Background: an optimization exercise with open tools, aiming at small area and a short achievable clock period. Do not read the settings as production practice. Function was not checked in any run shown here: the RTL went through the layout flow alone. No activity file was given, so power comes from the tool's default toggle rates.

## flow/design.v (module list and top-level ports; edited modules follow where they fit)
// module pfx_nnp: 4 lines
// module pfx_nnp_g: 3 lines
// module pfx_npp_g: 3 lines
// module pfx_pnn_g: 3 lines
// module pfx_ppn: 4 lines
// module pfx_ppn_g: 3 lines
// module cpa: 384 lines
// module adder_1: 44 lines
module adder_1 #(parameter DSIZE = 64)
            (
                in_a,
                in_b,
                in_c,
                in_d,
                sum,
                clk,
                rst_n
            );
  // ...
==> flow/flow/run.sh <==
#!/bin/bash
export BUFFER_PORTS_ARGS="-buffer_cell sky130_fd_sc_hd__buf_1"
bash standard.sh > standard.log 2>&1
==> flow/standard.sh <==
#!/bin/bash
# synth_recipe.tcl (not shown) runs the flow's synth.tcl, then flattens the netlist and writes it again
# the make line also repeats each setting of config.mk as NAME=value (left out here)
make -C /OpenROAD-flow-scripts/flow DESIGN_CONFIG=/design/flow/config.mk WORK_HOME=/design/flow/orfs CLKGATE_MAP_FILE= SYNTH_SCRIPT=/design/flow/synth_recipe.tcl "${@:-finish}"
==> flow/config.mk <==
export PLATFORM = sky130hd
export DESIGN_NAME = adder_1
export DESIGN_NICKNAME = adder_1
export VERILOG_FILES = /design/flow/design.v
export SDC_FILE = /design/flow/constraint.sdc
export NUM_CORES = 4
export LEC_CHECK = 0
export CAP_MARGIN = 20
export CORE_MARGIN = 2
export CORE_UTILIZATION = 40
export SETUP_SLACK_MARGIN = 2.1
export SLEW_MARGIN = 20
export SYNTH_HIERARCHICAL = 1
export SYNTH_MINIMUM_KEEP_SIZE = 0
==> flow/constraint.sdc <==
create_clock -name core_clock -period 4.0 [get_ports {clk}]
set_input_delay 0.8000 -clock core_clock [delete_from_list [all_inputs] [get_ports {clk}]]
set_output_delay 0.8000 -clock core_clock [all_outputs]
set_load 0.01 [all_outputs]
==> metrics.cfg, run 1 <==
[clocking]
worstSkewPairLatency_ns = 0.45
cts_setup_buffers = 58

[status]
status = no timing/DRC/antenna violations

[sta]
whs_ns = 0.476
slew_headroom_pct = 46.0
setup_tns_ns = 0
fin_crit_ns = 2.07
layout_worst_path_cycle_share_pct = 51.6

[finish]
syn_to_final_growth_pct = 49.5
design_area_um2 = 17900
multi_input_area_share_pct = 56.5
inverters = 21
n_fill_cell = 2385
fin_cells = 1858

[synth]
synth_top_family_by_area = adder cells
syn_nets = 1484
synth-seq-area-share_pct = 39.9
synth_edf_count = 0

[power]
seq_power_share_pct = 24.2

[setup_path]
cpMaxStageDelayCell = dfrtp_1
rr_worst_depth = 8
rrSetupSlack_ns = 1.93
crit_path_end_kind = flop
reg2reg_to = sum_l[52]$_DFF_PN0_
cp_cell_sequence = ha_4, nand2_4, nor2_4, nand2_2, nor2_2, a21oi_4, o21ai_2, xor2_1

[floorplanning]
die_y_um = 177
n_tap_cell = 390

[global_route]
grt_busiest_layer = met2
met2_usage_pct = 40.4
grt.total_usage_pct = 24.6

[detailed_routing]
wl_met1_um = 16700
initialDrtViolationCount = 531
drtPass1Iterations = 5
wl_met3_um = 2070

[placed_design]
port_buffers = 321

==> module adder_1, before the edit <==
module adder_1 #(parameter DSIZE = 64)
            (
                in_a,
                in_b,
                in_c,
                in_d,
                sum,
                clk,
                rst_n
            );
input   [DSIZE-1:0]     in_a;
input   [DSIZE-1:0]     in_b;
input   [DSIZE-1:0]     in_c;
input   [DSIZE-1:0]     in_d;
output  [DSIZE-1:0]     sum ;
input                   clk;
input                   rst_n;
wire   [DSIZE-1:0]      s1 = in_a ^ in_b ^ in_c;
wire   [DSIZE-1:0]      c1 = (in_a & in_b) | (in_a & in_c) | (in_b & in_c);
wire   [DSIZE-1:0]      c1s = {c1[DSIZE-2:0], 1'b0};
wire   [DSIZE-1:0]      s2 = s1 ^ c1s ^ in_d;
wire   [DSIZE-1:0]      c2 = (s1 & c1s) | (s1 & in_d) | (c1s & in_d);
reg    [DSIZE-1:0]      sv_l;
reg    [DSIZE-1:1]      cv_l;
reg    [DSIZE-1:0]      sum_l;
wire   [DSIZE-1:0]      sum_n;
cpa u_cpa (.x(sv_l), .y({cv_l, 1'b0}), .s(sum_n));
always @(posedge clk or negedge rst_n)
begin
    if(~rst_n)
    begin
        sv_l    <= 0;
        cv_l    <= 0;
        sum_l   <= 0;
    end
    else
    begin
        sv_l    <= s2;
        cv_l    <= c2[DSIZE-2:0];
        sum_l   <= sum_n;
    end
end
assign sum = sum_l;
endmodule
==> run 2, diff against run 1 <==
==> flow/design.v (replaced) <==
module pfx_nnp (input gi, input pi, input gj, input pj, output go, output po);
assign go = ((~gi) | ((~pi) & (~gj)));
assign po = ((~pi) & (~pj));
endmodule
module pfx_nnp_g (input gi, input pi, input gj, output go);
assign go = ((~gi) | ((~pi) & (~gj)));
endmodule
module pfx_npp_g (input gi, input pi, input gj, output go);
assign go = ((~gi) | ((~pi) & (gj)));
endmodule
module pfx_pnn_g (input gi, input pi, input gj, output go);
assign go = ~((gi) | ((pi) & (~gj)));
endmodule
module pfx_ppn (input gi, input pi, input gj, input pj, output go, output po);
assign go = ~((gi) | ((pi) & (gj)));
assign po = ~((pi) & (pj));
endmodule
module pfx_ppn_g (input gi, input pi, input gj, output go);
assign go = ~((gi) | ((pi) & (gj)));
endmodule
module cpa (input [63:0] p, input [62:1] g, output [63:0] s);
wire g1_1, g1_3, p1_3, g1_5, p1_5, g1_7, p1_7, g1_9, p1_9, g1_11, p1_11, g1_13, p1_13, g1_15, p1_15, g1_17, p1_17, g1_19, p1_19, g1_21, p1_21, g1_23, p1_23, g1_25, p1_25, g1_27, p1_27, g1_29, p1_29, g1_31, p1_31, g1_33, p1_33, g1_35, p1_35, g1_37, p1_37, g1_39, p1_39, g1_41, p1_41, g1_43, p1_43, g1_45, p1_45, g1_47, p1_47, g1_49, p1_49, g1_51, p1_51, g1_53, p1_53, g1_55, p1_55, g1_57, p1_57, g1_59, p1_59, g1_61, p1_61, g2_3, g2_5, p2_5, g2_7, p2_7, g2_9, p2_9, g2_11, p2_11, g2_13, p2_13, g2_15, p2_15, g2_17, p2_17, g2_19, p2_19, g2_21, p2_21, g2_23, p2_23, g2_25, p2_25, g2_27, p2_27, g2_29, p2_29, g2_31, p2_31, g2_33, p2_33, g2_35, p2_35, g2_37, p2_37, g2_39, p2_39, g2_41, p2_41, g2_43, p2_43, g2_45, p2_45, g2_47, p2_47, g2_49, p2_49, g2_51, p2_51, g2_53, p2_53, g2_55, p2_55, g2_57, p2_57, g2_59, p2_59, g2_61, p2_61, g3_5, g3_7, g3_9, p3_9, g3_11, p3_11, g3_13, p3_13, g3_15, p3_15, g3_17, p3_17, g3_19, p3_19, g3_21, p3_21, g3_23, p3_23, g3_25, p3_25, g3_27, p3_27, g3_29, p3_29, g3_31, p3_31, g3_33, p3_33, g3_35, p3_35, g3_37, p3_37, g3_39, p3_39, g3_41, p3_41, g3_43, p3_43, g3_45, p3_45, g3_47, p3_47, g3_49, p3_49, g3_51, p3_51, g3_53, p3_53, g3_55, p3_55, g3_57, p3_57, g3_59, p3_59, g3_61, p3_61, g4_9, g4_11, g4_13, g4_15, g4_17, p4_17, g4_19, p4_19, g4_21, p4_21, g4_23, p4_23, g4_25, p4_25, g4_27, p4_27, g4_29, p4_29, g4_31, p4_31, g4_33, p4_33, g4_35, p4_35, g4_37, p4_37, g4_39, p4_39, g4_41, p4_41, g4_43, p4_43, g4_45, p4_45, g4_47, p4_47, g4_49, p4_49, g4_51, p4_51, g4_53, p4_53, g4_55, p4_55, g4_57, p4_57, g4_59, p4_59, g4_61, p4_61, g5_17, g5_19, g5_21, g5_23, g5_25, g5_27, g5_29, g5_31, g5_33, p5_33, g5_35, p5_35, g5_37, p5_37, g5_39, p5_39, g5_41, p5_41, g5_43, p5_43, g5_45, p5_45, g5_47, p5_47, g5_49, p5_49, g5_51, p5_51, g5_53, p5_53, g5_55, p5_55, g5_57, p5_57, g5_59, p5_59, g5_61, p5_61, g6_33, g6_35, g6_37, g6_39, g6_41, g6_43, g6_45, g6_47, g6_49, g6_51, g6_53, g6_55, g6_57, g6_59, g6_61, g7_2, g7_4, g7_6, g7_8, g7_10, g7_12, g7_14, g7_16, g7_18, g7_20, g7_22, g7_24, g7_26, g7_28, g7_30, g7_32, g7_34, g7_36, g7_38, g7_40, g7_42, g7_44, g7_46, g7_48, g7_50, g7_52, g7_54, g7_56, g7_58, g7_60;
pfx_ppn_g u_1_1 (.gi(g[2]), .pi(p[2]), .gj(g[1]), .go(g1_1));
pfx_ppn u_1_3 (.gi(g[4]), .pi(p[4]), .gj(g[3]), .pj(p[3]), .po(p1_3), .go(g1_3));
pfx_ppn u_1_5 (.gi(g[6]), .pi(p[6]), .gj(g[5]), .pj(p[5]), .po(p1_5), .go(g1_5));
pfx_ppn u_1_7 (.gi(g[8]), .pi(p[8]), .gj(g[7]), .pj(p[7]), .po(p1_7), .go(g1_7));
pfx_ppn u_1_9 (.gi(g[10]), .pi(p[10]), .gj(g[9]), .pj(p[9]), .po(p1_9), .go(g1_9));
pfx_ppn u_1_11 (.gi(g[12]), .pi(p[12]), .gj(g[11]), .pj(p[11]), .po(p1_11), .go(g1_11));
pfx_ppn u_1_13 (.gi(g[14]), .pi(p[14]), .gj(g[13]), .pj(p[13]), .po(p1_13), .go(g1_13));
pfx_ppn u_1_15 (.gi(g[16]), .pi(p[16]), .gj(g[15]), .pj(p[15]), .po(p1_15), .go(g1_15));
pfx_ppn u_1_17 (.gi(g[18]), .pi(p[18]), .gj(g[17]), .pj(p[17]), .po(p1_17), .go(g1_17));
pfx_ppn u_1_19 (.gi(g[20]), .pi(p[20]), .gj(g[19]), .pj(p[19]), .po(p1_19), .go(g1_19));
pfx_ppn u_1_21 (.gi(g[22]), .pi(p[22]), .gj(g[21]), .pj(p[21]), .po(p1_21), .go(g1_21));
pfx_ppn u_1_23 (.gi(g[24]), .pi(p[24]), .gj(g[23]), .pj(p[23]), .po(p1_23), .go(g1_23));
pfx_ppn u_1_25 (.gi(g[26]), .pi(p[26]), .gj(g[25]), .pj(p[25]), .po(p1_25), .go(g1_25));
pfx_ppn u_1_27 (.gi(g[28]), .pi(p[28]), .gj(g[27]), .pj(p[27]), .po(p1_27), .go(g1_27));
pfx_ppn u_1_29 (.gi(g[30]), .pi(p[30]), .gj(g[29]), .pj(p[29]), .po(p1_29), .go(g1_29));
pfx_ppn u_1_31 (.gi(g[32]), .pi(p[32]), .gj(g[31]), .pj(p[31]), .po(p1_31), .go(g1_31));
pfx_ppn u_1_33 (.gi(g[34]), .pi(p[34]), .gj(g[33]), .pj(p[33]), .po(p1_33), .go(g1_33));
pfx_ppn u_1_35 (.gi(g[36]), .pi(p[36]), .gj(g[35]), .pj(p[35]), .po(p1_35), .go(g1_35));
pfx_ppn u_1_37 (.gi(g[38]), .pi(p[38]), .gj(g[37]), .pj(p[37]), .po(p1_37), .go(g1_37));
pfx_ppn u_1_39 (.gi(g[40]), .pi(p[40]), .gj(g[39]), .pj(p[39]), .po(p1_39), .go(g1_39));
pfx_ppn u_1_41 (.gi(g[42]), .pi(p[42]), .gj(g[41]), .pj(p[41]), .po(p1_41), .go(g1_41));
pfx_ppn u_1_43 (.gi(g[44]), .pi(p[44]), .gj(g[43]), .pj(p[43]), .po(p1_43), .go(g1_43));
pfx_ppn u_1_45 (.gi(g[46]), .pi(p[46]), .gj(g[45]), .pj(p[45]), .po(p1_45), .go(g1_45));
pfx_ppn u_1_47 (.gi(g[48]), .pi(p[48]), .gj(g[47]), .pj(p[47]), .po(p1_47), .go(g1_47));
pfx_ppn u_1_49 (.gi(g[50]), .pi(p[50]), .gj(g[49]), .pj(p[49]), .po(p1_49), .go(g1_49));
pfx_ppn u_1_51 (.gi(g[52]), .pi(p[52]), .gj(g[51]), .pj(p[51]), .po(p1_51), .go(g1_51));
pfx_ppn u_1_53 (.gi(g[54]), .pi(p[54]), .gj(g[53]), .pj(p[53]), .po(p1_53), .go(g1_53));
pfx_ppn u_1_55 (.gi(g[56]), .pi(p[56]), .gj(g[55]), .pj(p[55]), .po(p1_55), .go(g1_55));
pfx_ppn u_1_57 (.gi(g[58]), .pi(p[58]), .gj(g[57]), .pj(p[57]), .po(p1_57), .go(g1_57));
pfx_ppn u_1_59 (.gi(g[60]), .pi(p[60]), .gj(g[59]), .pj(p[59]), .po(p1_59), .go(g1_59));
pfx_ppn u_1_61 (.gi(g[62]), .pi(p[62]), .gj(g[61]), .pj(p[61]), .po(p1_61), .go(g1_61));
pfx_nnp_g u_2_3 (.gi(g1_3), .pi(p1_3), .gj(g1_1), .go(g2_3));
pfx_nnp u_2_5 (.gi(g1_5), .pi(p1_5), .gj(g1_3), .pj(p1_3), .po(p2_5), .go(g2_5));
pfx_nnp u_2_7 (.gi(g1_7), .pi(p1_7), .gj(g1_5), .pj(p1_5), .po(p2_7), .go(g2_7));
pfx_nnp u_2_9 (.gi(g1_9), .pi(p1_9), .gj(g1_7), .pj(p1_7), .po(p2_9), .go(g2_9));
pfx_nnp u_2_11 (.gi(g1_11), .pi(p1_11), .gj(g1_9), .pj(p1_9), .po(p2_11), .go(g2_11));
pfx_nnp u_2_13 (.gi(g1_13), .pi(p1_13), .gj(g1_11), .pj(p1_11), .po(p2_13), .go(g2_13));
pfx_nnp u_2_15 (.gi(g1_15), .pi(p1_15), .gj(g1_13), .pj(p1_13), .po(p2_15), .go(g2_15));
pfx_nnp u_2_17 (.gi(g1_17), .pi(p1_17), .gj(g1_15), .pj(p1_15), .po(p2_17), .go(g2_17));
pfx_nnp u_2_19 (.gi(g1_19), .pi(p1_19), .gj(g1_17), .pj(p1_17), .po(p2_19), .go(g2_19));
pfx_nnp u_2_21 (.gi(g1_21), .pi(p1_21), .gj(g1_19), .pj(p1_19), .po(p2_21), .go(g2_21));
pfx_nnp u_2_23 (.gi(g1_23), .pi(p1_23), .gj(g1_21), .pj(p1_21), .po(p2_23), .go(g2_23));
pfx_nnp u_2_25 (.gi(g1_25), .pi(p1_25), .gj(g1_23), .pj(p1_23), .po(p2_25), .go(g2_25));
pfx_nnp u_2_27 (.gi(g1_27), .pi(p1_27), .gj(g1_25), .pj(p1_25), .po(p2_27), .go(g2_27));
pfx_nnp u_2_29 (.gi(g1_29), .pi(p1_29), .gj(g1_27), .pj(p1_27), .po(p2_29), .go(g2_29));
pfx_nnp u_2_31 (.gi(g1_31), .pi(p1_31), .gj(g1_29), .pj(p1_29), .po(p2_31), .go(g2_31));
pfx_nnp u_2_33 (.gi(g1_33), .pi(p1_33), .gj(g1_31), .pj(p1_31), .po(p2_33), .go(g2_33));
pfx_nnp u_2_35 (.gi(g1_35), .pi(p1_35), .gj(g1_33), .pj(p1_33), .po(p2_35), .go(g2_35));
pfx_nnp u_2_37 (.gi(g1_37), .pi(p1_37), .gj(g1_35), .pj(p1_35), .po(p2_37), .go(g2_37));
pfx_nnp u_2_39 (.gi(g1_39), .pi(p1_39), .gj(g1_37), .pj(p1_37), .po(p2_39), .go(g2_39));
pfx_nnp u_2_41 (.gi(g1_41), .pi(p1_41), .gj(g1_39), .pj(p1_39), .po(p2_41), .go(g2_41));
pfx_nnp u_2_43 (.gi(g1_43), .pi(p1_43), .gj(g1_41), .pj(p1_41), .po(p2_43), .go(g2_43));
pfx_nnp u_2_45 (.gi(g1_45), .pi(p1_45), .gj(g1_43), .pj(p1_43), .po(p2_45), .go(g2_45));
pfx_nnp u_2_47 (.gi(g1_47), .pi(p1_47), .gj(g1_45), .pj(p1_45), .po(p2_47), .go(g2_47));
pfx_nnp u_2_49 (.gi(g1_49), .pi(p1_49), .gj(g1_47), .pj(p1_47), .po(p2_49), .go(g2_49));
pfx_nnp u_2_51 (.gi(g1_51), .pi(p1_51), .gj(g1_49), .pj(p1_49), .po(p2_51), .go(g2_51));
pfx_nnp u_2_53 (.gi(g1_53), .pi(p1_53), .gj(g1_51), .pj(p1_51), .po(p2_53), .go(g2_53));
pfx_nnp u_2_55 (.gi(g1_55), .pi(p1_55), .gj(g1_53), .pj(p1_53), .po(p2_55), .go(g2_55));
pfx_nnp u_2_57 (.gi(g1_57), .pi(p1_57), .gj(g1_55), .pj(p1_55), .po(p2_57), .go(g2_57));
pfx_nnp u_2_59 (.gi(g1_59), .pi(p1_59), .gj(g1_57), .pj(p1_57), .po(p2_59), .go(g2_59));
pfx_nnp u_2_61 (.gi(g1_61), .pi(p1_61), .gj(g1_59), .pj(p1_59), .po(p2_61), .go(g2_61));
pfx_pnn_g u_3_5 (.gi(g2_5), .pi(p2_5), .gj(g1_1), .go(g3_5));
pfx_ppn_g u_3_7 (.gi(g2_7), .pi(p2_7), .gj(g2_3), .go(g3_7));
pfx_ppn u_3_9 (.gi(g2_9), .pi(p2_9), .gj(g2_5), .pj(p2_5), .po(p3_9), .go(g3_9));
pfx_ppn u_3_11 (.gi(g2_11), .pi(p2_11), .gj(g2_7), .pj(p2_7), .po(p3_11), .go(g3_11));
pfx_ppn u_3_13 (.gi(g2_13), .pi(p2_13), .gj(g2_9), .pj(p2_9), .po(p3_13), .go(g3_13));
pfx_ppn u_3_15 (.gi(g2_15), .pi(p2_15), .gj(g2_11), .pj(p2_11), .po(p3_15), .go(g3_15));
pfx_ppn u_3_17 (.gi(g2_17), .pi(p2_17), .gj(g2_13), .pj(p2_13), .po(p3_17), .go(g3_17));
pfx_ppn u_3_19 (.gi(g2_19), .pi(p2_19), .gj(g2_15), .pj(p2_15), .po(p3_19), .go(g3_19));
pfx_ppn u_3_21 (.gi(g2_21), .pi(p2_21), .gj(g2_17), .pj(p2_17), .po(p3_21), .go(g3_21));
pfx_ppn u_3_23 (.gi(g2_23), .pi(p2_23), .gj(g2_19), .pj(p2_19), .po(p3_23), .go(g3_23));
pfx_ppn u_3_25 (.gi(g2_25), .pi(p2_25), .gj(g2_21), .pj(p2_21), .po(p3_25), .go(g3_25));
pfx_ppn u_3_27 (.gi(g2_27), .pi(p2_27), .gj(g2_23), .pj(p2_23), .po(p3_27), .go(g3_27));
pfx_ppn u_3_29 (.gi(g2_29), .pi(p2_29), .gj(g2_25), .pj(p2_25), .po(p3_29), .go(g3_29));
pfx_ppn u_3_31 (.gi(g2_31), .pi(p2_31), .gj(g2_27), .pj(p2_27), .po(p3_31), .go(g3_31));
pfx_ppn u_3_33 (.gi(g2_33), .pi(p2_33), .gj(g2_29), .pj(p2_29), .po(p3_33), .go(g3_33));
pfx_ppn u_3_35 (.gi(g2_35), .pi(p2_35), .gj(g2_31), .pj(p2_31), .po(p3_35), .go(g3_35));
pfx_ppn u_3_37 (.gi(g2_37), .pi(p2_37), .gj(g2_33), .pj(p2_33), .po(p3_37), .go(g3_37));
pfx_ppn u_3_39 (.gi(g2_39), .pi(p2_39), .gj(g2_35), .pj(p2_35), .po(p3_39), .go(g3_39));
pfx_ppn u_3_41 (.gi(g2_41), .pi(p2_41), .gj(g2_37), .pj(p2_37), .po(p3_41), .go(g3_41));
pfx_ppn u_3_43 (.gi(g2_43), .pi(p2_43), .gj(g2_39), .pj(p2_39), .po(p3_43), .go(g3_43));
pfx_ppn u_3_45 (.gi(g2_45), .pi(p2_45), .gj(g2_41), .pj(p2_41), .po(p3_45), .go(g3_45));
pfx_ppn u_3_47 (.gi(g2_47), .pi(p2_47), .gj(g2_43), .pj(p2_43), .po(p3_47), .go(g3_47));
pfx_ppn u_3_49 (.gi(g2_49), .pi(p2_49), .gj(g2_45), .pj(p2_45), .po(p3_49), .go(g3_49));
pfx_ppn u_3_51 (.gi(g2_51), .pi(p2_51), .gj(g2_47), .pj(p2_47), .po(p3_51), .go(g3_51));
pfx_ppn u_3_53 (.gi(g2_53), .pi(p2_53), .gj(g2_49), .pj(p2_49), .po(p3_53), .go(g3_53));
pfx_ppn u_3_55 (.gi(g2_55), .pi(p2_55), .gj(g2_51), .pj(p2_51), .po(p3_55), .go(g3_55));
pfx_ppn u_3_57 (.gi(g2_57), .pi(p2_57), .gj(g2_53), .pj(p2_53), .po(p3_57), .go(g3_57));
pfx_ppn u_3_59 (.gi(g2_59), .pi(p2_59), .gj(g2_55), .pj(p2_55), .po(p3_59), .go(g3_59));
pfx_ppn u_3_61 (.gi(g2_61), .pi(p2_61), .gj(g2_57), .pj(p2_57), .po(p3_61), .go(g3_61));
pfx_nnp_g u_4_9 (.gi(g3_9), .pi(p3_9), .gj(g1_1), .go(g4_9));
pfx_npp_g u_4_11 (.gi(g3_11), .pi(p3_11), .gj(g2_3), .go(g4_11));
pfx_nnp_g u_4_13 (.gi(g3_13), .pi(p3_13), .gj(g3_5), .go(g4_13));
pfx_nnp_g u_4_15 (.gi(g3_15), .pi(p3_15), .gj(g3_7), .go(g4_15));
pfx_nnp u_4_17 (.gi(g3_17), .pi(p3_17), .gj(g3_9), .pj(p3_9), .po(p4_17), .go(g4_17));
pfx_nnp u_4_19 (.gi(g3_19), .pi(p3_19), .gj(g3_11), .pj(p3_11), .po(p4_19), .go(g4_19));
pfx_nnp u_4_21 (.gi(g3_21), .pi(p3_21), .gj(g3_13), .pj(p3_13), .po(p4_21), .go(g4_21));
pfx_nnp u_4_23 (.gi(g3_23), .pi(p3_23), .gj(g3_15), .pj(p3_15), .po(p4_23), .go(g4_23));
pfx_nnp u_4_25 (.gi(g3_25), .pi(p3_25), .gj(g3_17), .pj(p3_17), .po(p4_25), .go(g4_25));
pfx_nnp u_4_27 (.gi(g3_27), .pi(p3_27), .gj(g3_19), .pj(p3_19), .po(p4_27), .go(g4_27));
pfx_nnp u_4_29 (.gi(g3_29), .pi(p3_29), .gj(g3_21), .pj(p3_21), .po(p4_29), .go(g4_29));
pfx_nnp u_4_31 (.gi(g3_31), .pi(p3_31), .gj(g3_23), .pj(p3_23), .po(p4_31), .go(g4_31));
pfx_nnp u_4_33 (.gi(g3_33), .pi(p3_33), .gj(g3_25), .pj(p3_25), .po(p4_33), .go(g4_33));
pfx_nnp u_4_35 (.gi(g3_35), .pi(p3_35), .gj(g3_27), .pj(p3_27), .po(p4_35), .go(g4_35));
pfx_nnp u_4_37 (.gi(g3_37), .pi(p3_37), .gj(g3_29), .pj(p3_29), .po(p4_37), .go(g4_37));
pfx_nnp u_4_39 (.gi(g3_39), .pi(p3_39), .gj(g3_31), .pj(p3_31), .po(p4_39), .go(g4_39));
pfx_nnp u_4_41 (.gi(g3_41), .pi(p3_41), .gj(g3_33), .pj(p3_33), .po(p4_41), .go(g4_41));
pfx_nnp u_4_43 (.gi(g3_43), .pi(p3_43), .gj(g3_35), .pj(p3_35), .po(p4_43), .go(g4_43));
pfx_nnp u_4_45 (.gi(g3_45), .pi(p3_45), .gj(g3_37), .pj(p3_37), .po(p4_45), .go(g4_45));
pfx_nnp u_4_47 (.gi(g3_47), .pi(p3_47), .gj(g3_39), .pj(p3_39), .po(p4_47), .go(g4_47));
pfx_nnp u_4_49 (.gi(g3_49), .pi(p3_49), .gj(g3_41), .pj(p3_41), .po(p4_49), .go(g4_49));
pfx_nnp u_4_51 (.gi(g3_51), .pi(p3_51), .gj(g3_43), .pj(p3_43), .po(p4_51), .go(g4_51));
pfx_nnp u_4_53 (.gi(g3_53), .pi(p3_53), .gj(g3_45), .pj(p3_45), .po(p4_53), .go(g4_53));
pfx_nnp u_4_55 (.gi(g3_55), .pi(p3_55), .gj(g3_47), .pj(p3_47), .po(p4_55), .go(g4_55));
pfx_nnp u_4_57 (.gi(g3_57), .pi(p3_57), .gj(g3_49), .pj(p3_49), .po(p4_57), .go(g4_57));
pfx_nnp u_4_59 (.gi(g3_59), .pi(p3_59), .gj(g3_51), .pj(p3_51), .po(p4_59), .go(g4_59));
pfx_nnp u_4_61 (.gi(g3_61), .pi(p3_61), .gj(g3_53), .pj(p3_53), .po(p4_61), .go(g4_61));
pfx_pnn_g u_5_17 (.gi(g4_17), .pi(p4_17), .gj(g1_1), .go(g5_17));
pfx_ppn_g u_5_19 (.gi(g4_19), .pi(p4_19), .gj(g2_3), .go(g5_19));
pfx_pnn_g u_5_21 (.gi(g4_21), .pi(p4_21), .gj(g3_5), .go(g5_21));
pfx_pnn_g u_5_23 (.gi(g4_23), .pi(p4_23), .gj(g3_7), .go(g5_23));
pfx_ppn_g u_5_25 (.gi(g4_25), .pi(p4_25), .gj(g4_9), .go(g5_25));
pfx_ppn_g u_5_27 (.gi(g4_27), .pi(p4_27), .gj(g4_11), .go(g5_27));
pfx_ppn_g u_5_29 (.gi(g4_29), .pi(p4_29), .gj(g4_13), .go(g5_29));
pfx_ppn_g u_5_31 (.gi(g4_31), .pi(p4_31), .gj(g4_15), .go(g5_31));
pfx_ppn u_5_33 (.gi(g4_33), .pi(p4_33), .gj(g4_17), .pj(p4_17), .po(p5_33), .go(g5_33));
pfx_ppn u_5_35 (.gi(g4_35), .pi(p4_35), .gj(g4_19), .pj(p4_19), .po(p5_35), .go(g5_35));
pfx_ppn u_5_37 (.gi(g4_37), .pi(p4_37), .gj(g4_21), .pj(p4_21), .po(p5_37), .go(g5_37));
pfx_ppn u_5_39 (.gi(g4_39), .pi(p4_39), .gj(g4_23), .pj(p4_23), .po(p5_39), .go(g5_39));
pfx_ppn u_5_41 (.gi(g4_41), .pi(p4_41), .gj(g4_25), .pj(p4_25), .po(p5_41), .go(g5_41));
pfx_ppn u_5_43 (.gi(g4_43), .pi(p4_43), .gj(g4_27), .pj(p4_27), .po(p5_43), .go(g5_43));
pfx_ppn u_5_45 (.gi(g4_45), .pi(p4_45), .gj(g4_29), .pj(p4_29), .po(p5_45), .go(g5_45));
pfx_ppn u_5_47 (.gi(g4_47), .pi(p4_47), .gj(g4_31), .pj(p4_31), .po(p5_47), .go(g5_47));
pfx_ppn u_5_49 (.gi(g4_49), .pi(p4_49), .gj(g4_33), .pj(p4_33), .po(p5_49), .go(g5_49));
pfx_ppn u_5_51 (.gi(g4_51), .pi(p4_51), .gj(g4_35), .pj(p4_35), .po(p5_51), .go(g5_51));
pfx_ppn u_5_53 (.gi(g4_53), .pi(p4_53), .gj(g4_37), .pj(p4_37), .po(p5_53), .go(g5_53));
pfx_ppn u_5_55 (.gi(g4_55), .pi(p4_55), .gj(g4_39), .pj(p4_39), .po(p5_55), .go(g5_55));
pfx_ppn u_5_57 (.gi(g4_57), .pi(p4_57), .gj(g4_41), .pj(p4_41), .po(p5_57), .go(g5_57));
pfx_ppn u_5_59 (.gi(g4_59), .pi(p4_59), .gj(g4_43), .pj(p4_43), .po(p5_59), .go(g5_59));
pfx_ppn u_5_61 (.gi(g4_61), .pi(p4_61), .gj(g4_45), .pj(p4_45), .po(p5_61), .go(g5_61));
pfx_nnp_g u_6_33 (.gi(g5_33), .pi(p5_33), .gj(g1_1), .go(g6_33));
pfx_npp_g u_6_35 (.gi(g5_35), .pi(p5_35), .gj(g2_3), .go(g6_35));
pfx_nnp_g u_6_37 (.gi(g5_37), .pi(p5_37), .gj(g3_5), .go(g6_37));
pfx_nnp_g u_6_39 (.gi(g5_39), .pi(p5_39), .gj(g3_7), .go(g6_39));
pfx_npp_g u_6_41 (.gi(g5_41), .pi(p5_41), .gj(g4_9), .go(g6_41));
pfx_npp_g u_6_43 (.gi(g5_43), .pi(p5_43), .gj(g4_11), .go(g6_43));
pfx_npp_g u_6_45 (.gi(g5_45), .pi(p5_45), .gj(g4_13), .go(g6_45));
pfx_npp_g u_6_47 (.gi(g5_47), .pi(p5_47), .gj(g4_15), .go(g6_47));
pfx_nnp_g u_6_49 (.gi(g5_49), .pi(p5_49), .gj(g5_17), .go(g6_49));
pfx_nnp_g u_6_51 (.gi(g5_51), .pi(p5_51), .gj(g5_19), .go(g6_51));
pfx_nnp_g u_6_53 (.gi(g5_53), .pi(p5_53), .gj(g5_21), .go(g6_53));
pfx_nnp_g u_6_55 (.gi(g5_55), .pi(p5_55), .gj(g5_23), .go(g6_55));
pfx_nnp_g u_6_57 (.gi(g5_57), .pi(p5_57), .gj(g5_25), .go(g6_57));
pfx_nnp_g u_6_59 (.gi(g5_59), .pi(p5_59), .gj(g5_27), .go(g6_59));
pfx_nnp_g u_6_61 (.gi(g5_61), .pi(p5_61), .gj(g5_29), .go(g6_61));
pfx_pnn_g u_7_2 (.gi(g[3]), .pi(p[3]), .gj(g1_1), .go(g7_2));
pfx_ppn_g u_7_4 (.gi(g[5]), .pi(p[5]), .gj(g2_3), .go(g7_4));
pfx_pnn_g u_7_6 (.gi(g[7]), .pi(p[7]), .gj(g3_5), .go(g7_6));
pfx_pnn_g u_7_8 (.gi(g[9]), .pi(p[9]), .gj(g3_7), .go(g7_8));
pfx_ppn_g u_7_10 (.gi(g[11]), .pi(p[11]), .gj(g4_9), .go(g7_10));
pfx_ppn_g u_7_12 (.gi(g[13]), .pi(p[13]), .gj(g4_11), .go(g7_12));
pfx_ppn_g u_7_14 (.gi(g[15]), .pi(p[15]), .gj(g4_13), .go(g7_14));
pfx_ppn_g u_7_16 (.gi(g[17]), .pi(p[17]), .gj(g4_15), .go(g7_16));
pfx_pnn_g u_7_18 (.gi(g[19]), .pi(p[19]), .gj(g5_17), .go(g7_18));
pfx_pnn_g u_7_20 (.gi(g[21]), .pi(p[21]), .gj(g5_19), .go(g7_20));
pfx_pnn_g u_7_22 (.gi(g[23]), .pi(p[23]), .gj(g5_21), .go(g7_22));
pfx_pnn_g u_7_24 (.gi(g[25]), .pi(p[25]), .gj(g5_23), .go(g7_24));
pfx_pnn_g u_7_26 (.gi(g[27]), .pi(p[27]), .gj(g5_25), .go(g7_26));
pfx_pnn_g u_7_28 (.gi(g[29]), .pi(p[29]), .gj(g5_27), .go(g7_28));
pfx_pnn_g u_7_30 (.gi(g[31]), .pi(p[31]), .gj(g5_29), .go(g7_30));
pfx_pnn_g u_7_32 (.gi(g[33]), .pi(p[33]), .gj(g5_31), .go(g7_32));
pfx_ppn_g u_7_34 (.gi(g[35]), .pi(p[35]), .gj(g6_33), .go(g7_34));
pfx_ppn_g u_7_36 (.gi(g[37]), .pi(p[37]), .gj(g6_35), .go(g7_36));
pfx_ppn_g u_7_38 (.gi(g[39]), .pi(p[39]), .gj(g6_37), .go(g7_38));
pfx_ppn_g u_7_40 (.gi(g[41]), .pi(p[41]), .gj(g6_39), .go(g7_40));
pfx_ppn_g u_7_42 (.gi(g[43]), .pi(p[43]), .gj(g6_41), .go(g7_42));
pfx_ppn_g u_7_44 (.gi(g[45]), .pi(p[45]), .gj(g6_43), .go(g7_44));
pfx_ppn_g u_7_46 (.gi(g[47]), .pi(p[47]), .gj(g6_45), .go(g7_46));
pfx_ppn_g u_7_48 (.gi(g[49]), .pi(p[49]), .gj(g6_47), .go(g7_48));
pfx_ppn_g u_7_50 (.gi(g[51]), .pi(p[51]), .gj(g6_49), .go(g7_50));
pfx_ppn_g u_7_52 (.gi(g[53]), .pi(p[53]), .gj(g6_51), .go(g7_52));
pfx_ppn_g u_7_54 (.gi(g[55]), .pi(p[55]), .gj(g6_53), .go(g7_54));
pfx_ppn_g u_7_56 (.gi(g[57]), .pi(p[57]), .gj(g6_55), .go(g7_56));
pfx_ppn_g u_7_58 (.gi(g[59]), .pi(p[59]), .gj(g6_57), .go(g7_58));
pfx_ppn_g u_7_60 (.gi(g[61]), .pi(p[61]), .gj(g6_59), .go(g7_60));
assign s[0] = p[0];
assign s[1] = p[1];
assign s[2] = p[2] ^ g[1];
assign s[3] = ~(p[3] ^ g1_1);
assign s[4] = ~(p[4] ^ g7_2);
assign s[5] = p[5] ^ g2_3;
assign s[6] = ~(p[6] ^ g7_4);
assign s[7] = ~(p[7] ^ g3_5);
assign s[8] = ~(p[8] ^ g7_6);
assign s[9] = ~(p[9] ^ g3_7);
assign s[10] = ~(p[10] ^ g7_8);
assign s[11] = p[11] ^ g4_9;
assign s[12] = ~(p[12] ^ g7_10);
assign s[13] = p[13] ^ g4_11;
assign s[14] = ~(p[14] ^ g7_12);
assign s[15] = p[15] ^ g4_13;
assign s[16] = ~(p[16] ^ g7_14);
assign s[17] = p[17] ^ g4_15;
assign s[18] = ~(p[18] ^ g7_16);
assign s[19] = ~(p[19] ^ g5_17);
assign s[20] = ~(p[20] ^ g7_18);
assign s[21] = ~(p[21] ^ g5_19);
assign s[22] = ~(p[22] ^ g7_20);
assign s[23] = ~(p[23] ^ g5_21);
assign s[24] = ~(p[24] ^ g7_22);
assign s[25] = ~(p[25] ^ g5_23);
assign s[26] = ~(p[26] ^ g7_24);
assign s[27] = ~(p[27] ^ g5_25);
assign s[28] = ~(p[28] ^ g7_26);
assign s[29] = ~(p[29] ^ g5_27);
assign s[30] = ~(p[30] ^ g7_28);
assign s[31] = ~(p[31] ^ g5_29);
assign s[32] = ~(p[32] ^ g7_30);
assign s[33] = ~(p[33] ^ g5_31);
assign s[34] = ~(p[34] ^ g7_32);
assign s[35] = p[35] ^ g6_33;
assign s[36] = ~(p[36] ^ g7_34);
assign s[37] = p[37] ^ g6_35;
assign s[38] = ~(p[38] ^ g7_36);
assign s[39] = p[39] ^ g6_37;
assign s[40] = ~(p[40] ^ g7_38);
assign s[41] = p[41] ^ g6_39;
assign s[42] = ~(p[42] ^ g7_40);
assign s[43] = p[43] ^ g6_41;
assign s[44] = ~(p[44] ^ g7_42);
assign s[45] = p[45] ^ g6_43;
assign s[46] = ~(p[46] ^ g7_44);
assign s[47] = p[47] ^ g6_45;
assign s[48] = ~(p[48] ^ g7_46);
assign s[49] = p[49] ^ g6_47;
assign s[50] = ~(p[50] ^ g7_48);
assign s[51] = p[51] ^ g6_49;
assign s[52] = ~(p[52] ^ g7_50);
assign s[53] = p[53] ^ g6_51;
assign s[54] = ~(p[54] ^ g7_52);
assign s[55] = p[55] ^ g6_53;
assign s[56] = ~(p[56] ^ g7_54);
assign s[57] = p[57] ^ g6_55;
assign s[58] = ~(p[58] ^ g7_56);
assign s[59] = p[59] ^ g6_57;
assign s[60] = ~(p[60] ^ g7_58);
assign s[61] = p[61] ^ g6_59;
assign s[62] = ~(p[62] ^ g7_60);
assign s[63] = p[63] ^ g6_61;
endmodule
module fa_m (input a, input b, input c, output s, output co);
assign s = a ^ b ^ c;
assign co = (a & b) | (a & c) | (b & c);
endmodule
module ha_m (input a, input b, output s, output co);
assign s = a ^ b;
assign co = a & b;
endmodule
module adder_1 #(parameter DSIZE = 64)
            (
                in_a,
                in_b,
                in_c,
                in_d,
                sum,
                clk,
                rst_n
            );
input   [DSIZE-1:0]     in_a;
input   [DSIZE-1:0]     in_b;
input   [DSIZE-1:0]     in_c;
input   [DSIZE-1:0]     in_d;
output  [DSIZE-1:0]     sum ;
input                   clk;
input                   rst_n;
wire   [DSIZE-1:0]      s1, s2, pv;
wire   [DSIZE-2:0]      c1, c2;
wire   [DSIZE-2:1]      gv;
fa_m u_fa1_0 (.a(in_a[0]), .b(in_b[0]), .c(in_c[0]), .s(s1[0]), .co(c1[0]));
fa_m u_fa1_1 (.a(in_a[1]), .b(in_b[1]), .c(in_c[1]), .s(s1[1]), .co(c1[1]));
fa_m u_fa1_2 (.a(in_a[2]), .b(in_b[2]), .c(in_c[2]), .s(s1[2]), .co(c1[2]));
fa_m u_fa1_3 (.a(in_a[3]), .b(in_b[3]), .c(in_c[3]), .s(s1[3]), .co(c1[3]));
fa_m u_fa1_4 (.a(in_a[4]), .b(in_b[4]), .c(in_c[4]), .s(s1[4]), .co(c1[4]));
fa_m u_fa1_5 (.a(in_a[5]), .b(in_b[5]), .c(in_c[5]), .s(s1[5]), .co(c1[5]));
fa_m u_fa1_6 (.a(in_a[6]), .b(in_b[6]), .c(in_c[6]), .s(s1[6]), .co(c1[6]));
fa_m u_fa1_7 (.a(in_a[7]), .b(in_b[7]), .c(in_c[7]), .s(s1[7]), .co(c1[7]));
fa_m u_fa1_8 (.a(in_a[8]), .b(in_b[8]), .c(in_c[8]), .s(s1[8]), .co(c1[8]));
fa_m u_fa1_9 (.a(in_a[9]), .b(in_b[9]), .c(in_c[9]), .s(s1[9]), .co(c1[9]));
fa_m u_fa1_10 (.a(in_a[10]), .b(in_b[10]), .c(in_c[10]), .s(s1[10]), .co(c1[10]));
fa_m u_fa1_11 (.a(in_a[11]), .b(in_b[11]), .c(in_c[11]), .s(s1[11]), .co(c1[11]));
fa_m u_fa1_12 (.a(in_a[12]), .b(in_b[12]), .c(in_c[12]), .s(s1[12]), .co(c1[12]));
fa_m u_fa1_13 (.a(in_a[13]), .b(in_b[13]), .c(in_c[13]), .s(s1[13]), .co(c1[13]));
fa_m u_fa1_14 (.a(in_a[14]), .b(in_b[14]), .c(in_c[14]), .s(s1[14]), .co(c1[14]));
fa_m u_fa1_15 (.a(in_a[15]), .b(in_b[15]), .c(in_c[15]), .s(s1[15]), .co(c1[15]));
fa_m u_fa1_16 (.a(in_a[16]), .b(in_b[16]), .c(in_c[16]), .s(s1[16]), .co(c1[16]));
fa_m u_fa1_17 (.a(in_a[17]), .b(in_b[17]), .c(in_c[17]), .s(s1[17]), .co(c1[17]));
fa_m u_fa1_18 (.a(in_a[18]), .b(in_b[18]), .c(in_c[18]), .s(s1[18]), .co(c1[18]));
fa_m u_fa1_19 (.a(in_a[19]), .b(in_b[19]), .c(in_c[19]), .s(s1[19]), .co(c1[19]));
fa_m u_fa1_20 (.a(in_a[20]), .b(in_b[20]), .c(in_c[20]), .s(s1[20]), .co(c1[20]));
fa_m u_fa1_21 (.a(in_a[21]), .b(in_b[21]), .c(in_c[21]), .s(s1[21]), .co(c1[21]));
fa_m u_fa1_22 (.a(in_a[22]), .b(in_b[22]), .c(in_c[22]), .s(s1[22]), .co(c1[22]));
fa_m u_fa1_23 (.a(in_a[23]), .b(in_b[23]), .c(in_c[23]), .s(s1[23]), .co(c1[23]));
fa_m u_fa1_24 (.a(in_a[24]), .b(in_b[24]), .c(in_c[24]), .s(s1[24]), .co(c1[24]));
fa_m u_fa1_25 (.a(in_a[25]), .b(in_b[25]), .c(in_c[25]), .s(s1[25]), .co(c1[25]));
fa_m u_fa1_26 (.a(in_a[26]), .b(in_b[26]), .c(in_c[26]), .s(s1[26]), .co(c1[26]));
fa_m u_fa1_27 (.a(in_a[27]), .b(in_b[27]), .c(in_c[27]), .s(s1[27]), .co(c1[27]));
fa_m u_fa1_28 (.a(in_a[28]), .b(in_b[28]), .c(in_c[28]), .s(s1[28]), .co(c1[28]));
fa_m u_fa1_29 (.a(in_a[29]), .b(in_b[29]), .c(in_c[29]), .s(s1[29]), .co(c1[29]));
fa_m u_fa1_30 (.a(in_a[30]), .b(in_b[30]), .c(in_c[30]), .s(s1[30]), .co(c1[30]));
fa_m u_fa1_31 (.a(in_a[31]), .b(in_b[31]), .c(in_c[31]), .s(s1[31]), .co(c1[31]));
fa_m u_fa1_32 (.a(in_a[32]), .b(in_b[32]), .c(in_c[32]), .s(s1[32]), .co(c1[32]));
fa_m u_fa1_33 (.a(in_a[33]), .b(in_b[33]), .c(in_c[33]), .s(s1[33]), .co(c1[33]));
fa_m u_fa1_34 (.a(in_a[34]), .b(in_b[34]), .c(in_c[34]), .s(s1[34]), .co(c1[34]));
fa_m u_fa1_35 (.a(in_a[35]), .b(in_b[35]), .c(in_c[35]), .s(s1[35]), .co(c1[35]));
fa_m u_fa1_36 (.a(in_a[36]), .b(in_b[36]), .c(in_c[36]), .s(s1[36]), .co(c1[36]));
fa_m u_fa1_37 (.a(in_a[37]), .b(in_b[37]), .c(in_c[37]), .s(s1[37]), .co(c1[37]));
fa_m u_fa1_38 (.a(in_a[38]), .b(in_b[38]), .c(in_c[38]), .s(s1[38]), .co(c1[38]));
fa_m u_fa1_39 (.a(in_a[39]), .b(in_b[39]), .c(in_c[39]), .s(s1[39]), .co(c1[39]));
fa_m u_fa1_40 (.a(in_a[40]), .b(in_b[40]), .c(in_c[40]), .s(s1[40]), .co(c1[40]));
fa_m u_fa1_41 (.a(in_a[41]), .b(in_b[41]), .c(in_c[41]), .s(s1[41]), .co(c1[41]));
fa_m u_fa1_42 (.a(in_a[42]), .b(in_b[42]), .c(in_c[42]), .s(s1[42]), .co(c1[42]));
fa_m u_fa1_43 (.a(in_a[43]), .b(in_b[43]), .c(in_c[43]), .s(s1[43]), .co(c1[43]));
fa_m u_fa1_44 (.a(in_a[44]), .b(in_b[44]), .c(in_c[44]), .s(s1[44]), .co(c1[44]));
fa_m u_fa1_45 (.a(in_a[45]), .b(in_b[45]), .c(in_c[45]), .s(s1[45]), .co(c1[45]));
fa_m u_fa1_46 (.a(in_a[46]), .b(in_b[46]), .c(in_c[46]), .s(s1[46]), .co(c1[46]));
fa_m u_fa1_47 (.a(in_a[47]), .b(in_b[47]), .c(in_c[47]), .s(s1[47]), .co(c1[47]));
fa_m u_fa1_48 (.a(in_a[48]), .b(in_b[48]), .c(in_c[48]), .s(s1[48]), .co(c1[48]));
fa_m u_fa1_49 (.a(in_a[49]), .b(in_b[49]), .c(in_c[49]), .s(s1[49]), .co(c1[49]));
fa_m u_fa1_50 (.a(in_a[50]), .b(in_b[50]), .c(in_c[50]), .s(s1[50]), .co(c1[50]));
fa_m u_fa1_51 (.a(in_a[51]), .b(in_b[51]), .c(in_c[51]), .s(s1[51]), .co(c1[51]));
fa_m u_fa1_52 (.a(in_a[52]), .b(in_b[52]), .c(in_c[52]), .s(s1[52]), .co(c1[52]));
fa_m u_fa1_53 (.a(in_a[53]), .b(in_b[53]), .c(in_c[53]), .s(s1[53]), .co(c1[53]));
fa_m u_fa1_54 (.a(in_a[54]), .b(in_b[54]), .c(in_c[54]), .s(s1[54]), .co(c1[54]));
fa_m u_fa1_55 (.a(in_a[55]), .b(in_b[55]), .c(in_c[55]), .s(s1[55]), .co(c1[55]));
fa_m u_fa1_56 (.a(in_a[56]), .b(in_b[56]), .c(in_c[56]), .s(s1[56]), .co(c1[56]));
fa_m u_fa1_57 (.a(in_a[57]), .b(in_b[57]), .c(in_c[57]), .s(s1[57]), .co(c1[57]));
fa_m u_fa1_58 (.a(in_a[58]), .b(in_b[58]), .c(in_c[58]), .s(s1[58]), .co(c1[58]));
fa_m u_fa1_59 (.a(in_a[59]), .b(in_b[59]), .c(in_c[59]), .s(s1[59]), .co(c1[59]));
fa_m u_fa1_60 (.a(in_a[60]), .b(in_b[60]), .c(in_c[60]), .s(s1[60]), .co(c1[60]));
fa_m u_fa1_61 (.a(in_a[61]), .b(in_b[61]), .c(in_c[61]), .s(s1[61]), .co(c1[61]));
fa_m u_fa1_62 (.a(in_a[62]), .b(in_b[62]), .c(in_c[62]), .s(s1[62]), .co(c1[62]));
assign s1[63] = in_a[63] ^ in_b[63] ^ in_c[63];
ha_m u_fa2_0 (.a(s1[0]), .b(in_d[0]), .s(s2[0]), .co(c2[0]));
fa_m u_fa2_1 (.a(s1[1]), .b(c1[0]), .c(in_d[1]), .s(s2[1]), .co(c2[1]));
fa_m u_fa2_2 (.a(s1[2]), .b(c1[1]), .c(in_d[2]), .s(s2[2]), .co(c2[2]));
fa_m u_fa2_3 (.a(s1[3]), .b(c1[2]), .c(in_d[3]), .s(s2[3]), .co(c2[3]));
fa_m u_fa2_4 (.a(s1[4]), .b(c1[3]), .c(in_d[4]), .s(s2[4]), .co(c2[4]));
fa_m u_fa2_5 (.a(s1[5]), .b(c1[4]), .c(in_d[5]), .s(s2[5]), .co(c2[5]));
fa_m u_fa2_6 (.a(s1[6]), .b(c1[5]), .c(in_d[6]), .s(s2[6]), .co(c2[6]));
fa_m u_fa2_7 (.a(s1[7]), .b(c1[6]), .c(in_d[7]), .s(s2[7]), .co(c2[7]));
fa_m u_fa2_8 (.a(s1[8]), .b(c1[7]), .c(in_d[8]), .s(s2[8]), .co(c2[8]));
fa_m u_fa2_9 (.a(s1[9]), .b(c1[8]), .c(in_d[9]), .s(s2[9]), .co(c2[9]));
fa_m u_fa2_10 (.a(s1[10]), .b(c1[9]), .c(in_d[10]), .s(s2[10]), .co(c2[10]));
fa_m u_fa2_11 (.a(s1[11]), .b(c1[10]), .c(in_d[11]), .s(s2[11]), .co(c2[11]));
fa_m u_fa2_12 (.a(s1[12]), .b(c1[11]), .c(in_d[12]), .s(s2[12]), .co(c2[12]));
fa_m u_fa2_13 (.a(s1[13]), .b(c1[12]), .c(in_d[13]), .s(s2[13]), .co(c2[13]));
fa_m u_fa2_14 (.a(s1[14]), .b(c1[13]), .c(in_d[14]), .s(s2[14]), .co(c2[14]));
fa_m u_fa2_15 (.a(s1[15]), .b(c1[14]), .c(in_d[15]), .s(s2[15]), .co(c2[15]));
fa_m u_fa2_16 (.a(s1[16]), .b(c1[15]), .c(in_d[16]), .s(s2[16]), .co(c2[16]));
fa_m u_fa2_17 (.a(s1[17]), .b(c1[16]), .c(in_d[17]), .s(s2[17]), .co(c2[17]));
fa_m u_fa2_18 (.a(s1[18]), .b(c1[17]), .c(in_d[18]), .s(s2[18]), .co(c2[18]));
fa_m u_fa2_19 (.a(s1[19]), .b(c1[18]), .c(in_d[19]), .s(s2[19]), .co(c2[19]));
fa_m u_fa2_20 (.a(s1[20]), .b(c1[19]), .c(in_d[20]), .s(s2[20]), .co(c2[20]));
fa_m u_fa2_21 (.a(s1[21]), .b(c1[20]), .c(in_d[21]), .s(s2[21]), .co(c2[21]));
fa_m u_fa2_22 (.a(s1[22]), .b(c1[21]), .c(in_d[22]), .s(s2[22]), .co(c2[22]));
fa_m u_fa2_23 (.a(s1[23]), .b(c1[22]), .c(in_d[23]), .s(s2[23]), .co(c2[23]));
fa_m u_fa2_24 (.a(s1[24]), .b(c1[23]), .c(in_d[24]), .s(s2[24]), .co(c2[24]));
fa_m u_fa2_25 (.a(s1[25]), .b(c1[24]), .c(in_d[25]), .s(s2[25]), .co(c2[25]));
fa_m u_fa2_26 (.a(s1[26]), .b(c1[25]), .c(in_d[26]), .s(s2[26]), .co(c2[26]));
fa_m u_fa2_27 (.a(s1[27]), .b(c1[26]), .c(in_d[27]), .s(s2[27]), .co(c2[27]));
fa_m u_fa2_28 (.a(s1[28]), .b(c1[27]), .c(in_d[28]), .s(s2[28]), .co(c2[28]));
fa_m u_fa2_29 (.a(s1[29]), .b(c1[28]), .c(in_d[29]), .s(s2[29]), .co(c2[29]));
fa_m u_fa2_30 (.a(s1[30]), .b(c1[29]), .c(in_d[30]), .s(s2[30]), .co(c2[30]));
fa_m u_fa2_31 (.a(s1[31]), .b(c1[30]), .c(in_d[31]), .s(s2[31]), .co(c2[31]));
fa_m u_fa2_32 (.a(s1[32]), .b(c1[31]), .c(in_d[32]), .s(s2[32]), .co(c2[32]));
fa_m u_fa2_33 (.a(s1[33]), .b(c1[32]), .c(in_d[33]), .s(s2[33]), .co(c2[33]));
fa_m u_fa2_34 (.a(s1[34]), .b(c1[33]), .c(in_d[34]), .s(s2[34]), .co(c2[34]));
fa_m u_fa2_35 (.a(s1[35]), .b(c1[34]), .c(in_d[35]), .s(s2[35]), .co(c2[35]));
fa_m u_fa2_36 (.a(s1[36]), .b(c1[35]), .c(in_d[36]), .s(s2[36]), .co(c2[36]));
fa_m u_fa2_37 (.a(s1[37]), .b(c1[36]), .c(in_d[37]), .s(s2[37]), .co(c2[37]));
fa_m u_fa2_38 (.a(s1[38]), .b(c1[37]), .c(in_d[38]), .s(s2[38]), .co(c2[38]));
fa_m u_fa2_39 (.a(s1[39]), .b(c1[38]), .c(in_d[39]), .s(s2[39]), .co(c2[39]));
fa_m u_fa2_40 (.a(s1[40]), .b(c1[39]), .c(in_d[40]), .s(s2[40]), .co(c2[40]));
fa_m u_fa2_41 (.a(s1[41]), .b(c1[40]), .c(in_d[41]), .s(s2[41]), .co(c2[41]));
fa_m u_fa2_42 (.a(s1[42]), .b(c1[41]), .c(in_d[42]), .s(s2[42]), .co(c2[42]));
fa_m u_fa2_43 (.a(s1[43]), .b(c1[42]), .c(in_d[43]), .s(s2[43]), .co(c2[43]));
fa_m u_fa2_44 (.a(s1[44]), .b(c1[43]), .c(in_d[44]), .s(s2[44]), .co(c2[44]));
fa_m u_fa2_45 (.a(s1[45]), .b(c1[44]), .c(in_d[45]), .s(s2[45]), .co(c2[45]));
fa_m u_fa2_46 (.a(s1[46]), .b(c1[45]), .c(in_d[46]), .s(s2[46]), .co(c2[46]));
fa_m u_fa2_47 (.a(s1[47]), .b(c1[46]), .c(in_d[47]), .s(s2[47]), .co(c2[47]));
fa_m u_fa2_48 (.a(s1[48]), .b(c1[47]), .c(in_d[48]), .s(s2[48]), .co(c2[48]));
fa_m u_fa2_49 (.a(s1[49]), .b(c1[48]), .c(in_d[49]), .s(s2[49]), .co(c2[49]));
fa_m u_fa2_50 (.a(s1[50]), .b(c1[49]), .c(in_d[50]), .s(s2[50]), .co(c2[50]));
fa_m u_fa2_51 (.a(s1[51]), .b(c1[50]), .c(in_d[51]), .s(s2[51]), .co(c2[51]));
fa_m u_fa2_52 (.a(s1[52]), .b(c1[51]), .c(in_d[52]), .s(s2[52]), .co(c2[52]));
fa_m u_fa2_53 (.a(s1[53]), .b(c1[52]), .c(in_d[53]), .s(s2[53]), .co(c2[53]));
fa_m u_fa2_54 (.a(s1[54]), .b(c1[53]), .c(in_d[54]), .s(s2[54]), .co(c2[54]));
fa_m u_fa2_55 (.a(s1[55]), .b(c1[54]), .c(in_d[55]), .s(s2[55]), .co(c2[55]));
fa_m u_fa2_56 (.a(s1[56]), .b(c1[55]), .c(in_d[56]), .s(s2[56]), .co(c2[56]));
fa_m u_fa2_57 (.a(s1[57]), .b(c1[56]), .c(in_d[57]), .s(s2[57]), .co(c2[57]));
fa_m u_fa2_58 (.a(s1[58]), .b(c1[57]), .c(in_d[58]), .s(s2[58]), .co(c2[58]));
fa_m u_fa2_59 (.a(s1[59]), .b(c1[58]), .c(in_d[59]), .s(s2[59]), .co(c2[59]));
fa_m u_fa2_60 (.a(s1[60]), .b(c1[59]), .c(in_d[60]), .s(s2[60]), .co(c2[60]));
fa_m u_fa2_61 (.a(s1[61]), .b(c1[60]), .c(in_d[61]), .s(s2[61]), .co(c2[61]));
fa_m u_fa2_62 (.a(s1[62]), .b(c1[61]), .c(in_d[62]), .s(s2[62]), .co(c2[62]));
assign s2[63] = s1[63] ^ c1[62] ^ in_d[63];
assign pv[0] = s2[0];
ha_m u_ha3_1 (.a(s2[1]), .b(c2[0]), .s(pv[1]), .co(gv[1]));
ha_m u_ha3_2 (.a(s2[2]), .b(c2[1]), .s(pv[2]), .co(gv[2]));
ha_m u_ha3_3 (.a(s2[3]), .b(c2[2]), .s(pv[3]), .co(gv[3]));
ha_m u_ha3_4 (.a(s2[4]), .b(c2[3]), .s(pv[4]), .co(gv[4]));
ha_m u_ha3_5 (.a(s2[5]), .b(c2[4]), .s(pv[5]), .co(gv[5]));
ha_m u_ha3_6 (.a(s2[6]), .b(c2[5]), .s(pv[6]), .co(gv[6]));
ha_m u_ha3_7 (.a(s2[7]), .b(c2[6]), .s(pv[7]), .co(gv[7]));
ha_m u_ha3_8 (.a(s2[8]), .b(c2[7]), .s(pv[8]), .co(gv[8]));
ha_m u_ha3_9 (.a(s2[9]), .b(c2[8]), .s(pv[9]), .co(gv[9]));
ha_m u_ha3_10 (.a(s2[10]), .b(c2[9]), .s(pv[10]), .co(gv[10]));
ha_m u_ha3_11 (.a(s2[11]), .b(c2[10]), .s(pv[11]), .co(gv[11]));
ha_m u_ha3_12 (.a(s2[12]), .b(c2[11]), .s(pv[12]), .co(gv[12]));
ha_m u_ha3_13 (.a(s2[13]), .b(c2[12]), .s(pv[13]), .co(gv[13]));
ha_m u_ha3_14 (.a(s2[14]), .b(c2[13]), .s(pv[14]), .co(gv[14]));
ha_m u_ha3_15 (.a(s2[15]), .b(c2[14]), .s(pv[15]), .co(gv[15]));
ha_m u_ha3_16 (.a(s2[16]), .b(c2[15]), .s(pv[16]), .co(gv[16]));
ha_m u_ha3_17 (.a(s2[17]), .b(c2[16]), .s(pv[17]), .co(gv[17]));
ha_m u_ha3_18 (.a(s2[18]), .b(c2[17]), .s(pv[18]), .co(gv[18]));
ha_m u_ha3_19 (.a(s2[19]), .b(c2[18]), .s(pv[19]), .co(gv[19]));
ha_m u_ha3_20 (.a(s2[20]), .b(c2[19]), .s(pv[20]), .co(gv[20]));
ha_m u_ha3_21 (.a(s2[21]), .b(c2[20]), .s(pv[21]), .co(gv[21]));
ha_m u_ha3_22 (.a(s2[22]), .b(c2[21]), .s(pv[22]), .co(gv[22]));
ha_m u_ha3_23 (.a(s2[23]), .b(c2[22]), .s(pv[23]), .co(gv[23]));
ha_m u_ha3_24 (.a(s2[24]), .b(c2[23]), .s(pv[24]), .co(gv[24]));
ha_m u_ha3_25 (.a(s2[25]), .b(c2[24]), .s(pv[25]), .co(gv[25]));
ha_m u_ha3_26 (.a(s2[26]), .b(c2[25]), .s(pv[26]), .co(gv[26]));
ha_m u_ha3_27 (.a(s2[27]), .b(c2[26]), .s(pv[27]), .co(gv[27]));
ha_m u_ha3_28 (.a(s2[28]), .b(c2[27]), .s(pv[28]), .co(gv[28]));
ha_m u_ha3_29 (.a(s2[29]), .b(c2[28]), .s(pv[29]), .co(gv[29]));
ha_m u_ha3_30 (.a(s2[30]), .b(c2[29]), .s(pv[30]), .co(gv[30]));
ha_m u_ha3_31 (.a(s2[31]), .b(c2[30]), .s(pv[31]), .co(gv[31]));
ha_m u_ha3_32 (.a(s2[32]), .b(c2[31]), .s(pv[32]), .co(gv[32]));
ha_m u_ha3_33 (.a(s2[33]), .b(c2[32]), .s(pv[33]), .co(gv[33]));
ha_m u_ha3_34 (.a(s2[34]), .b(c2[33]), .s(pv[34]), .co(gv[34]));
ha_m u_ha3_35 (.a(s2[35]), .b(c2[34]), .s(pv[35]), .co(gv[35]));
ha_m u_ha3_36 (.a(s2[36]), .b(c2[35]), .s(pv[36]), .co(gv[36]));
ha_m u_ha3_37 (.a(s2[37]), .b(c2[36]), .s(pv[37]), .co(gv[37]));
ha_m u_ha3_38 (.a(s2[38]), .b(c2[37]), .s(pv[38]), .co(gv[38]));
ha_m u_ha3_39 (.a(s2[39]), .b(c2[38]), .s(pv[39]), .co(gv[39]));
ha_m u_ha3_40 (.a(s2[40]), .b(c2[39]), .s(pv[40]), .co(gv[40]));
ha_m u_ha3_41 (.a(s2[41]), .b(c2[40]), .s(pv[41]), .co(gv[41]));
ha_m u_ha3_42 (.a(s2[42]), .b(c2[41]), .s(pv[42]), .co(gv[42]));
ha_m u_ha3_43 (.a(s2[43]), .b(c2[42]), .s(pv[43]), .co(gv[43]));
ha_m u_ha3_44 (.a(s2[44]), .b(c2[43]), .s(pv[44]), .co(gv[44]));
ha_m u_ha3_45 (.a(s2[45]), .b(c2[44]), .s(pv[45]), .co(gv[45]));
ha_m u_ha3_46 (.a(s2[46]), .b(c2[45]), .s(pv[46]), .co(gv[46]));
ha_m u_ha3_47 (.a(s2[47]), .b(c2[46]), .s(pv[47]), .co(gv[47]));
ha_m u_ha3_48 (.a(s2[48]), .b(c2[47]), .s(pv[48]), .co(gv[48]));
ha_m u_ha3_49 (.a(s2[49]), .b(c2[48]), .s(pv[49]), .co(gv[49]));
ha_m u_ha3_50 (.a(s2[50]), .b(c2[49]), .s(pv[50]), .co(gv[50]));
ha_m u_ha3_51 (.a(s2[51]), .b(c2[50]), .s(pv[51]), .co(gv[51]));
ha_m u_ha3_52 (.a(s2[52]), .b(c2[51]), .s(pv[52]), .co(gv[52]));
ha_m u_ha3_53 (.a(s2[53]), .b(c2[52]), .s(pv[53]), .co(gv[53]));
ha_m u_ha3_54 (.a(s2[54]), .b(c2[53]), .s(pv[54]), .co(gv[54]));
ha_m u_ha3_55 (.a(s2[55]), .b(c2[54]), .s(pv[55]), .co(gv[55]));
ha_m u_ha3_56 (.a(s2[56]), .b(c2[55]), .s(pv[56]), .co(gv[56]));
ha_m u_ha3_57 (.a(s2[57]), .b(c2[56]), .s(pv[57]), .co(gv[57]));
ha_m u_ha3_58 (.a(s2[58]), .b(c2[57]), .s(pv[58]), .co(gv[58]));
ha_m u_ha3_59 (.a(s2[59]), .b(c2[58]), .s(pv[59]), .co(gv[59]));
ha_m u_ha3_60 (.a(s2[60]), .b(c2[59]), .s(pv[60]), .co(gv[60]));
ha_m u_ha3_61 (.a(s2[61]), .b(c2[60]), .s(pv[61]), .co(gv[61]));
ha_m u_ha3_62 (.a(s2[62]), .b(c2[61]), .s(pv[62]), .co(gv[62]));
assign pv[63] = s2[63] ^ c2[62];
reg    [DSIZE-1:0]      pv_l;
reg    [DSIZE-2:1]      gv_l;
reg    [DSIZE-1:0]      sum_l;
wire   [DSIZE-1:0]      sum_n;
cpa u_cpa (.p(pv_l), .g(gv_l), .s(sum_n));
always @(posedge clk or negedge rst_n)
begin
    if(~rst_n)
    begin
        pv_l    <= 0;
        gv_l    <= 0;
        sum_l   <= 0;
    end
    else
    begin
        pv_l    <= pv;
        gv_l    <= gv;
        sum_l   <= sum_n;
    end
end
assign sum = sum_l;
endmodule
==> flow/flow/run.sh (replaced) <==
#!/bin/bash
export BUFFER_PORTS_ARGS="-buffer_cell sky130_fd_sc_hd__buf_1"
bash standard.sh ABC_LOAD_IN_FF=3 finish > standard.log 2>&1
==> flow/config.mk (replaced) <==
export PLATFORM = sky130hd
export DESIGN_NAME = adder_1
export DESIGN_NICKNAME = adder_1
export VERILOG_FILES = /design/flow/design.v
export SDC_FILE = /design/flow/constraint.sdc
export NUM_CORES = 4
export LEC_CHECK = 0
export CAP_MARGIN = 20
export CORE_MARGIN = 2
export CORE_UTILIZATION = 40
export CTS_BUF_LIST = sky130_fd_sc_hd__clkbuf_4 sky130_fd_sc_hd__clkbuf_8
export SETUP_SLACK_MARGIN = 2.0
export SLEW_MARGIN = 20
export SYNTH_HIERARCHICAL = 1
export SYNTH_MINIMUM_KEEP_SIZE = 0
==> metrics.cfg, run 2 <==
[status]
status = no timing/DRC/antenna violations

[synth]
synth_top_family_by_area = adder cells
ys_types = 13
synth_seq_cells = 190
synth_edf_count = 0  ; unchanged
syn_nets = 1222  ; -18%
yosys.area_share.simple_pct = 4.59
syn_avg_cell_area_um2 = 13.1
synthMuxAreaShare_pct = 0
ys_top_cells_by_area = dfrtp_1 (47%), fa_1 (25%), ha_1 (7.8%), a21oi_1 (5.6%), xnor2_1 (3.7%)
synth-seq-area-share_pct = 46.9  ; +7.1 points
synthMostInstantiatedCell = dfrtp_1
async_flop_share_pct = 100
synth_compound_area_share_pct = 9.14

[power]
power.density_nw_per_um2 = 597
ir_worst_vdd_v = 0.000209
seq_power_share_pct = 41.0  ; +17 points
clkPwrFrac_pct = 16.3
switching_share_pct = 41.2

[sta]
finalHoldViolations = 0
fin_skew_ns = 0.0141
setup_viol = 0
fmax_mhz = 510
setup_tns_ns = 0  ; unchanged
worstMarginPinSlew_ns = 0.869
slew_headroom_pct = 42.1  ; -3.9 points
layout_worst_path_cycle_share_pct = 49.0  ; -2.6 points
fin_crit_ns = 1.96  ; -0.106 ns

[detailed_routing]
drc = 0
wl_um = 24100
vias = 7013
drtPass1Iterations = 4  ; -1
initialDrtViolationCount = 304  ; -43%
routedWlPerCell_um = 16.4

[placed_design]
port_buffers = 321  ; unchanged
place_area_um2 = 11900
gp_congestion = 0.900

[clocking]
cts_tree = yes
path_clk_slew_ns = 0.10
cts-buffers-inserted = 17
clock_path_buffers = 2
worstSkewPairLatency_ns = 0.46  ; about the same

[setup_path]
worstReg2RegStart = pv_l[16]$_DFF_PN0_
cp_cell_sequence = buf_1, fa_1, fa_1, ha_1
cpMaxStageDelayCell = fa_1
reg2reg_to = sum_l[52]$_DFF_PN0_
path_delay_family = adder cells
criticalPathCategory = in2reg
crit_start = in_a[33]
crit_path_end_kind = flop
worstSetupStartpointType = input port
rrSetupSlack_ns = 2.06  ; +0.13 ns
crit_buf_inv = 1
rr_worst_depth = 9  ; +1

[floorplanning]
die_y_um = 163  ; -7.9%
placement_rows = 58
ios = 322
initial_core_util_pct = 40.5
dieArea_um2 = 26600

[global_route]
grt_pass1_vias = 7599
grt_pass1_wl_um = 37900
overflow = 0
grt.total_usage_pct = 18.9  ; -5.8 points

[finish]
diodes = 0
syn_to_final_growth_pct = 26.1
n_fill_cell = 2276  ; -4.6%
most-common-layout-cells = buf_1 (320), dfrtp_1 (189), fa_1 (124)
design_area_um2 = 12800  ; -29%
drive_gt1_share_pct = 15.3
nets = 1573

[worst_hold_path]
holdCritPathClass = reg2reg

[run 2: changes by cell type in the layout (fill, tap and decap cells not counted), sizes merged, moves of 21 or more]
cell   delta
a21oi    -55
nor2     -54
o21ai    -75
buf      -66
nand2    -75
xor2     -21
xnor2    +22
[run 2: kinds of logic after synthesis]
group                      count (synthesis)
AOI/OAI and AO/OA                        185
xor gates and xnor gates                  66
adders and majority gates                188
buffers and inverters                     23
DFF                                      190
and+or+nand+nor                          124
[run 2: worst min-delay path by stage]
stage | start | endpoint | slack, ns | depth (start not counted)
2_1_floorplan | pv_l[63]$_DFF_PN0_ | sum_l[63]$_DFF_PN0_ | 0.42 | 1
6_report | pv_l[1]$_DFF_PN0_ | sum_l[1]$_DFF_PN0_ | 0.36 | 0
3_3_place_gp | pv_l[1]$_DFF_PN0_ | sum_l[1]$_DFF_PN0_ | 0.33 | 0
5_1_grt | pv_l[1]$_DFF_PN0_ | sum_l[1]$_DFF_PN0_ | 0.38 | 0
3_5_place_dp | pv_l[1]$_DFF_PN0_ | sum_l[1]$_DFF_PN0_ | 0.34 | 0
4_1_cts | pv_l[1]$_DFF_PN0_ | sum_l[1]$_DFF_PN0_ | 0.36 | 0
[run 2: what timing repair did]
action / in CTS / in global routing
resized for setup: 37 / 71
gates cloned: 0 / 0
pin swaps: 1 / 7
endpoints found under the setup margin: 39 / 32
hold buffers: 0 / 0
hold endpoints to repair: 0 / 0
setup buffers: 5 / 6
[run 2: per-layer routing]
layer / up-vias / part of all wire (%) / GRT usage, %
li1: 3290 / - / -
met1: 3474 / 43 / 25.3
met2: 240 / 51 / 32.2
met3: 9 / 5.9 / 3.66
met4: 0 / 0.70 / 3.74
met5: - / 0 / 0
[run 2: layout make-up]
type | count | share of cell area [%]
multi-input cells | 563 | 45.5
well taps | 330 | 3.23
repair buffers | 334 | 10.4
clock inverters | 15 | 1.15
clock buffers | 17 | 1.83
flip-flops and latches | 190 | 37.2
inverters | 21 | 0.617
[run 2: power groups by stage]
stage	registers [W]	clock network [W]	logic, W
floorplan	0.00321	0	0.00163
global placement	0.00314	0	0.00287
detailed placement	0.00313	0	0.00290
CTS	0.00310	0.00129	0.00310
global route	0.00322	0.00136	0.00365
finish	0.00312	0.00124	0.00325
[run 2: per-stage QoR]
stage / cells / setup slack, ns / hold slack [ns] / power [W]
after floorplan: 776 / 1.83 / 0.417 / 0.00484
after global placement: 1427 / 1.54 / 0.333 / 0.00601
after detailed placement: 1427 / 1.43 / 0.336 / 0.00603
after CTS: 1464 / 1.92 / 0.360 / 0.00749
after global routing: 1470 / 1.93 / 0.375 / 0.00823
final: 1470 / 2.04 / 0.355 / 0.00762
[run 2: Yosys stat by module, one instance, submodules excluded]
module,area (um2),cells,copies in the design
pfx_nnp,8.76,2,52
pfx_npp_g,8.76,2,6
ha_m,12.5,1,63
cpa,558,64,1
pfx_pnn_g,8.76,2,15
pfx_nnp_g,5.00,1,14
pfx_ppn,8.76,2,72
pfx_ppn_g,5.00,1,26
fa_m,20.0,1,125
adder_1,4810,194,1

Re-timed with assumed drivers on the ports (clkbuf_16 on the clock, buf_2 on other inputs), run 2 has 2.055 ns of setup slack against 2.040 ns with ideal ports, and 1.565 ns once port delays also move by the mid clock arrival of 0.496 ns.
